Background: an optimization exercise with open tools, aiming at small area, a short achievable clock period and few clock cycles per item. Do not read the settings as production practice. The clock port is modelled as an ideal driver; clocking choices that lean on that would not hold on a real chip. Power is estimated from default activity; no workload was simulated.

oak:
Design mkMACBuff, start of the top module:
module mkMACBuff (
    input  CLK,
    input  RST_N,
    input  EN_mac,
    output RDY_mac,
    input  [15:0] mac_vectA_0,
    input  [15:0] mac_vectB_0,
    input  [15:0] mac_vectA_1,
    input  [15:0] mac_vectB_1,
    input  [15:0] mac_vectA_2,
    input  [15:0] mac_vectB_2,
    input  [15:0] mac_vectA_3,
    input  [15:0] mac_vectB_3,
    output EN_writeMem,
    output [5:0] writeMem_addr,
    output [33:0] writeMem_val,
    input  EN_blockRead,
    output RDY_blockRead,
    output EN_readMem,
    output [5:0] readMem_addr,
    input  [33:0] readMem_val,
    output VALID_memVal,
    output [33:0] memVal_data
);
Size in the first run: ~3,400 cells after synthesis, ~690 flip-flops, ~250 I/O pins.
export LEC_CHECK = 0
export CAP_MARGIN = 20
export CORE_MARGIN = 2
export CORE_UTILIZATION = 40
export CTS_CLUSTER_DIAMETER = 100
export CTS_CLUSTER_SIZE = 20
export SETUP_SLACK_MARGIN = 2.0
export SLEW_MARGIN = 20
export SYNTH_HIERARCHICAL = 1
export SYNTH_MINIMUM_KEEP_SIZE = 0
create_clock -name core_clock -period 4.5 [get_ports {CLK}]
standard.sh (not shown) runs the stock make flow with config.mk's settings and CLKGATE_MAP_FILE= SYNTH_SCRIPT=/design/flow/synth_recipe.tcl, a recipe that flattens the netlist after the stock synthesis.
==> flow/flow/run.sh <==
#!/bin/bash
# The standard layout (the standard.sh, standard synthesis unchanged), with
# two changes:
#  - the port buffers that global placement inserts on every input and output
#    are buf_2 cells instead of the default choice;
#  - before detailed placement, flow/upsize_inputs.tcl gives the input
#    registers (fanout 16 each) the dfxtp_4 drive strength.
# Each ORFS step writes its full log under orfs/logs/; make's own output goes
# to standard.log.
bash standard.sh BUFFER_PORTS_ARGS="-buffer_cell sky130_fd_sc_hd__buf_2" \
  PRE_DETAIL_PLACE_TCL="$PWD/flow/upsize_inputs.tcl" finish > standard.log 2>&1
==> flow/flow/upsize_inputs.tcl <==
set n 0
foreach inst [get_cells {a*_r* b*_r*}] {
  set m [get_property [get_lib_cells -of_objects $inst] name]
  if {$m ne "sky130_fd_sc_hd__dfxtp_4"} {
    replace_cell $inst sky130_fd_sc_hd__dfxtp_4
    incr n
  }
}
puts "upsize_inputs.tcl: resized $n input registers to sky130_fd_sc_hd__dfxtp_4"
### oak -> pine
- swapping 2.0 for 2.15 in SETUP_SLACK_MARGIN
--- a/flow/flow/run.sh
+++ b/flow/flow/run.sh
@@ -6,2 +6,3 @@
-#  - before detailed placement, flow/upsize_inputs.tcl gives the input
-#    registers (fanout 16 each) the dfxtp_4 drive strength.
+#  - before clock tree synthesis, flow/t1_clock.tcl puts the first tree
+#    register bank (t1_*) behind one extra clock buffer: useful skew between
+#    register banks inside the datapath (no port-facing register is moved).
@@ -11 +12 @@
-  PRE_DETAIL_PLACE_TCL="$PWD/flow/upsize_inputs.tcl" finish > standard.log 2>&1
+  PRE_CTS_TCL="$PWD/flow/t1_clock.tcl" finish > standard.log 2>&1
==> flow/flow/t1_clock.tcl (new file) <==
# Hook run before clock tree synthesis: the first tree register bank (t1_*)
# gets its clock through one extra clock buffer, so its clock arrives a
# little later than the other registers' (useful skew between the input
# registers, whose paths to t1 are the longest register-to-register paths,
# and the t2 registers). Only paths between registers are affected: t1
# registers neither take inputs from ports nor drive outputs.
set block [ord::get_db_block]
set clk_net [$block findNet CLK]
set master [[ord::get_db] findMaster sky130_fd_sc_hd__clkbuf_16]
set buf [odb::dbInst_create $block $master skew_t1_clkbuf]
set net [odb::dbNet_create $block skew_t1_clk]
$net setSigType CLOCK
[$buf findITerm A] connect $clk_net
[$buf findITerm X] connect $net
set n 0
set sx 0
set sy 0
foreach inst [$block getInsts] {
  if {[string match "t1_*" [$inst getName]] && [string match "sky130_fd_sc_hd__df*" [[$inst getMaster] getName]]} {
    set it [$inst findITerm CLK]
    $it disconnect
    $it connect $net
    set loc [$inst getLocation]
    incr sx [lindex $loc 0]
    incr sy [lindex $loc 1]
    incr n
  }
}
$buf setLocation [expr {$sx / $n}] [expr {$sy / $n}]
$buf setPlacementStatus PLACED
puts "t1_clock.tcl: moved $n t1 registers to clock net skew_t1_clk"
removed: flow/flow/upsize_inputs.tcl
--- outcome ---
- pine | status: complete | timing, DRC, antenna: pass
- Status: number of vias per cell after detailed routing parity (pine, oak)
- Summary of pine over oak: part of the total power dissipated in combinational logic dropped 1.0 points; worst-case reg-to-reg path depth dropped 1; total length of routed wires climbed about 2.6%; via count of the first global-routing pass climbed about 1.6%; clock period minus final worst setup slack dropped 0.19 ns.
- From oak to pine the numbers moved as follows: critical path depth decreased by 1 relative to the old numbers, number of fill cells in the layout stayed essentially flat.
- b0_r[9] as the launch point of the worst path was reported by oak, and a0_r[0] by pine.
Modified inputs, birch compared to pine
- a change of SETUP_SLACK_MARGIN from 2.15 to 2.0
==> flow/run.sh (new file) <==
#!/bin/bash
# synth_recipe.tcl (not shown) runs the flow's synth.tcl, then flattens the netlist and writes it again
# the make line also repeats each setting of config.mk as NAME=value (left out here)
make -C /OpenROAD-flow-scripts/flow DESIGN_CONFIG=/design/flow/config.mk WORK_HOME=/design/flow/orfs CLKGATE_MAP_FILE= SYNTH_SCRIPT=/design/flow/synth_recipe.tcl finish
removed: flow/flow/run.sh
removed: flow/flow/t1_clock.tcl
removed: flow/standard.sh
Notes after the runs:
Re total wirelength of the detailed-routed design: pine was higher than birch.
Against pine, birch reports a total power that is lower.
Register-to-register slack was higher in pine than in birch.
Compared with pine, in birch sequential share of layout area now smaller; fraction of power consumed by sequential logic now larger; met3 usage in global routing went up; arrival time of data at the critical path endpoint fell by 0.23 ns.
On number of buffers added for setup after CTS: between pine and birch, it ends up lower for pine.
[inputs] maple vs birch
==> flow/flow/run.sh (new file) <==
#!/bin/bash
# The standard layout (the standard.sh, standard synthesis unchanged), with
# one change: the port buffers that global placement inserts on every input
# and output are buf_2 cells instead of the default choice.
# Each ORFS step writes its full log under orfs/logs/; make's own output goes
# to standard.log.
bash standard.sh BUFFER_PORTS_ARGS="-buffer_cell sky130_fd_sc_hd__buf_2" finish > standard.log 2>&1
==> flow/standard.sh (new file) <==
#!/bin/bash
# synth_recipe.tcl (not shown) runs the flow's synth.tcl, then flattens the netlist and writes it again
# the make line also repeats each setting of config.mk as NAME=value (left out here)
make -C /OpenROAD-flow-scripts/flow DESIGN_CONFIG=/design/flow/config.mk WORK_HOME=/design/flow/orfs CLKGATE_MAP_FILE= SYNTH_SCRIPT=/design/flow/synth_recipe.tcl "${@:-finish}"
removed: flow/run.sh
- Diff birch..maple | initial core utilization | unchanged
- In maple relative to birch, top achievable clock speed had gone down slightly.
- maple against birch: overall power after layout shrank by about 1.1%; multi-input combinational area share grew by 1.3 points.
- | register-to-register slack | lower: maple |
- maple: full flow OK, the timing, design-rule and antenna checks passed
- From maple to birch, tap cell instance count did not move at all.
- maple vs birch — largest net degree at the start of global routing climbed by more than 10%
- Looking at design area, maple sits below birch.
Function was not checked in any run of this note: the RTL went through the layout flow alone.

-- separate check: timing with driven ports --
How much do the figures lean on ideal ports? The routed layouts below were timed once more, with nothing changed but the port constraints. Step 1 assumes that a clkbuf_16 drives the clock port and a buf_2 every other input. Step 2 moves the port delays by t, midway between the first and last clock arrival at a register: inputs arrive t later, outputs are due t later. That takes back most of the time a late clock gives input paths. a / b / c = no drivers / after step 1 / after step 2; a / b = the first two.
| run | t (ns) | setup WS [ns] | worst setup path at the end | worst slew at a driven data input, ns |
|---|---|---|---|---|
| oak | 0.716 | 1.958 / 1.958 / 1.958 | register to register | 0.11 |
| pine | 0.920 | 2.148 / 2.114 / 2.148 | register to register | 0.07 |
| birch | 0.702 | 2.005 / 2.005 / 2.005 | register to register | 0.07 |
| maple | 0.680 | 1.984 / 1.984 / 1.984 | register to register | 0.09 |
After both steps every run listed still meets setup and hold.
